Background: an optimization exercise with open tools, aiming at small area, a short achievable clock period and few clock cycles. Do not read the settings as production practice. No driver is modelled on the clock port, so clock power and skew are understated where the tree is cut down; a real chip needs a root buffer or a tree. Power is estimated from default activity; no workload was simulated.

==> flow/design.v (excerpt) <==
module LBP ( clk, reset, gray_addr, gray_req, gray_ready, gray_data, lbp_addr, lbp_valid, lbp_data, finish);
input clk;
input reset;
output reg [13:0] gray_addr;
output reg gray_req;
input gray_ready;
input [7:0] gray_data;
output reg [13:0] lbp_addr;
output reg lbp_valid;
output reg [7:0] lbp_data;
output reg finish;
reg [2:0] r;         
wire [6:0] gx = gray_addr[6:0];
wire [6:0] gy = gray_addr[13:7];
wire col_end = &r;
wire strip_end = col_end & (&gx);
wire is_last = strip_end & (&gy);
always @(posedge clk or posedge reset) begin
    if (reset) begin
        gray_req <= 1'b0;
        finish <= 1'b0;
        lbp_valid <= 1'b0;
    end else begin
        lbp_valid <= gray_req & (|r[2:1]) & (|gx[6:1]);
        if (gray_req) begin
            if (is_last) begin
                gray_req <= 1'b0;
                finish <= 1'b1;
            end
        end else if (gray_ready & ~finish) begin
            gray_req <= 1'b1;
        end
    end
end
wire [6:0] y_step = {{4{col_end}}, {2{strip_end}}, 1'b1};
always @(posedge clk) begin
    if (!gray_req) begin
        gray_addr <= 14'd0;
        r <= 3'd0;
    end else begin
        r <= r + 3'd1;
        gray_addr[13:7] <= gy + y_step;
        if (col_end) gray_addr[6:0] <= gx + 7'd1;
    end
end
function [1:0] cmp_merge;
    input [1:0] hi, lo;
    cmp_merge = {hi[1] | (~hi[0] & lo[1]), hi[0] | (~hi[1] & lo[0])};
endfunction
function [1:0] cmp;
    input [7:0] a, b;
    reg [1:0] p0, p1, p2, p3, p4, p5, p6, p7;
    begin
        p0 = {a[0] & ~b[0], ~a[0] & b[0]};
        p1 = {a[1] & ~b[1], ~a[1] & b[1]};
        p2 = {a[2] & ~b[2], ~a[2] & b[2]};
  ...
Size in the first run: about 390 cells after synthesis, roughly 50 I/O pins, ~4000 um^2 of cells after synthesis.
==> module LBP, before the edit <==
module LBP ( clk, reset, gray_addr, gray_req, gray_ready, gray_data, lbp_addr, lbp_valid, lbp_data, finish);
input clk;
input reset;
output reg [13:0] gray_addr;
output reg gray_req;
input gray_ready;
input [7:0] gray_data;
output reg [13:0] lbp_addr;
output reg lbp_valid;
output reg [7:0] lbp_data;
output reg finish;
reg [2:0] r;         
wire [6:0] gx = gray_addr[6:0];
wire [6:0] gy = gray_addr[13:7];
wire col_end = &r;
wire strip_end = col_end & (&gx);
wire is_last = strip_end & (&gy);
always @(posedge clk or posedge reset) begin
    if (reset) begin
        gray_req <= 1'b0;
        finish <= 1'b0;
        lbp_valid <= 1'b0;
    end else begin
        lbp_valid <= gray_req & (|r[2:1]) & (|gx[6:1]);
        if (gray_req) begin
            if (is_last) begin
                gray_req <= 1'b0;
                finish <= 1'b1;
            end
        end else if (gray_ready & ~finish) begin
            gray_req <= 1'b1;
        end
    end
end
wire [6:0] y_step = {{4{col_end}}, {2{strip_end}}, 1'b1};
always @(posedge clk) begin
    if (!gray_req) begin
        gray_addr <= 14'd0;
        r <= 3'd0;
    end else begin
        r <= r + 3'd1;
        gray_addr[13:7] <= gy + y_step;
        if (col_end) gray_addr[6:0] <= gx + 7'd1;
    end
end
function [1:0] cmp_merge;
    input [1:0] hi, lo;
    cmp_merge = {hi[1] | (~hi[0] & lo[1]), hi[0] | (~hi[1] & lo[0])};
endfunction
function [1:0] cmp;
    input [7:0] a, b;
    reg [1:0] p0, p1, p2, p3, p4, p5, p6, p7;
    begin
        p0 = {a[0] & ~b[0], ~a[0] & b[0]};
        p1 = {a[1] & ~b[1], ~a[1] & b[1]};
        p2 = {a[2] & ~b[2], ~a[2] & b[2]};
        p3 = {a[3] & ~b[3], ~a[3] & b[3]};
        p4 = {a[4] & ~b[4], ~a[4] & b[4]};
        p5 = {a[5] & ~b[5], ~a[5] & b[5]};
        p6 = {a[6] & ~b[6], ~a[6] & b[6]};
        p7 = {a[7] & ~b[7], ~a[7] & b[7]};
        cmp = cmp_merge(cmp_merge(cmp_merge(p7, p6), cmp_merge(p5, p4)),
                        cmp_merge(cmp_merge(p3, p2), cmp_merge(p1, p0)));
    end
endfunction
reg [7:0] c1, c2, c3, c4, c5, c6, c7, c8, c9;
wire [1:0] k0 = cmp(gray_data, c9);
wire [1:0] k1 = cmp(c1, c9);
wire [1:0] k2 = cmp(c2, c9);
wire [1:0] k8 = cmp(c8, c9);
reg [8:0] d0;    
reg [7:0] d1;    
reg [6:0] d2;    
reg       d8;    
always @(posedge clk) begin
    c1 <= gray_data; c2 <= c1; c3 <= c2; c4 <= c3; c5 <= c4;
    c6 <= c5; c7 <= c6; c8 <= c7; c9 <= c8;
    d0 <= {d0[7:0], ~k0[1]};
    d1 <= {d1[6:0], ~k1[1]};
    d2 <= {d2[5:0], ~k2[1]};
    d8 <= ~k8[1];
    lbp_data <= {~k0[0], ~k8[0], d2[6], ~k1[0], d1[7], ~k2[0], d8, d0[8]};
    lbp_addr <= {gy - 7'd1, gx - 7'd1};
end
endmodule
Settings: LEC_CHECK=0, CAP_MARGIN=20, CORE_MARGIN=2, CORE_UTILIZATION=50, SETUP_SLACK_MARGIN=2.4, SLEW_MARGIN=20; clock period 4.0 ns.
standard.sh (not shown) runs the stock make flow with config.mk's settings and CLKGATE_MAP_FILE= SYNTH_SCRIPT=/design/flow/synth_recipe.tcl, a recipe that flattens the netlist after the stock synthesis.
==> flow/flow/run.sh <==
#!/bin/bash
set -euo pipefail
W=$PWD
source flow/params.sh
bash standard.sh synth > synth.log 2>&1
R=$W/orfs/results/$FLOW_PLATFORM/LBP/base
cp "$R/1_2_yosys.v" "$W/standard_1_2_yosys.v"
LIB_FILE="$FLOW_HOME/platforms/$FLOW_PLATFORM/lib/sky130_fd_sc_hd__tt_025C_1v80.lib" \
NETLIST_IN="$W/standard_1_2_yosys.v" NETLIST_OUT="$W/remapped.v" \
DONT_USE="$(cat flow/dont_use.txt)" \
  yosys -c flow/remap.tcl > remap.log 2>&1
cp "$W/remapped.v" "$R/1_2_yosys.v"
bash standard.sh PRE_CTS_TCL="$W/flow/cts_manual.tcl" \
  "BUFFER_PORTS_ARGS=-buffer_cell $PORT_BUF" finish > layout.log 2>&1
Other scripts of this flow, unchanged in this note and not shown: flow/flow/cts_manual.tcl, flow/flow/dont_use.txt, flow/flow/params.sh, flow/flow/remap.tcl
Rerun with:
--- a/flow/design.v
+++ b/flow/design.v
@@ -12,7 +12,7 @@
 output reg finish;
 reg [2:0] r;         
+reg col_end;         
 wire [6:0] gx = gray_addr[6:0];
 wire [6:0] gy = gray_addr[13:7];
-wire col_end = &r;
 wire strip_end = col_end & (&gx);
 wire is_last = strip_end & (&gy);
@@ -39,6 +39,8 @@
         gray_addr <= 14'd0;
         r <= 3'd0;
+        col_end <= 1'b0;
     end else begin
         r <= r + 3'd1;
+        col_end <= (r == 3'd6);
         gray_addr[13:7] <= gy + y_step;
         if (col_end) gray_addr[6:0] <= gx + 7'd1;
Result: Design area went up by 3.2%. Total power went up by 43%. Wire length went up by 7.4%. Flip-flop and latch count went up by 1. Clock skew went up by 6.1 ps. Sequential power went up by 18%. Register-to-register slack gets worse by 190 ps.
No run of this note included a check of the RTL's function; only the layout flow was run. No run of this note takes its clock network from TritonCTS; it comes from the design's own scripts or RTL.

[afterwards: timing with drivers on the ports]
The flow's constraints put no driver on any port. The routed layouts listed below were extracted and timed again, unchanged, in two steps. Step 1, drivers: a clkbuf_16 drives clk and a buf_2 each remaining input, both assumed. Step 2 also shifts input and output timing later by t, the mid clock arrival at the registers, as if the neighbouring blocks saw the same clock. a / b / c = ideal ports / drivers / drivers and shift; a / b = the first two.
| run | shift t [ns] | slack for setup (ns) | slew at the worst register clock pin (ns) | pins driven straight from the clock port |
|---|---|---|---|---|
| the first run | 0.248 | 2.314 / 2.311 / 2.314 | 0.12 / 0.12 | 4 |
| the second run | 0.247 | 2.125 / 2.125 / 2.125 | 0.12 / 0.12 | 4 |
After both steps every run listed still meets setup and hold.
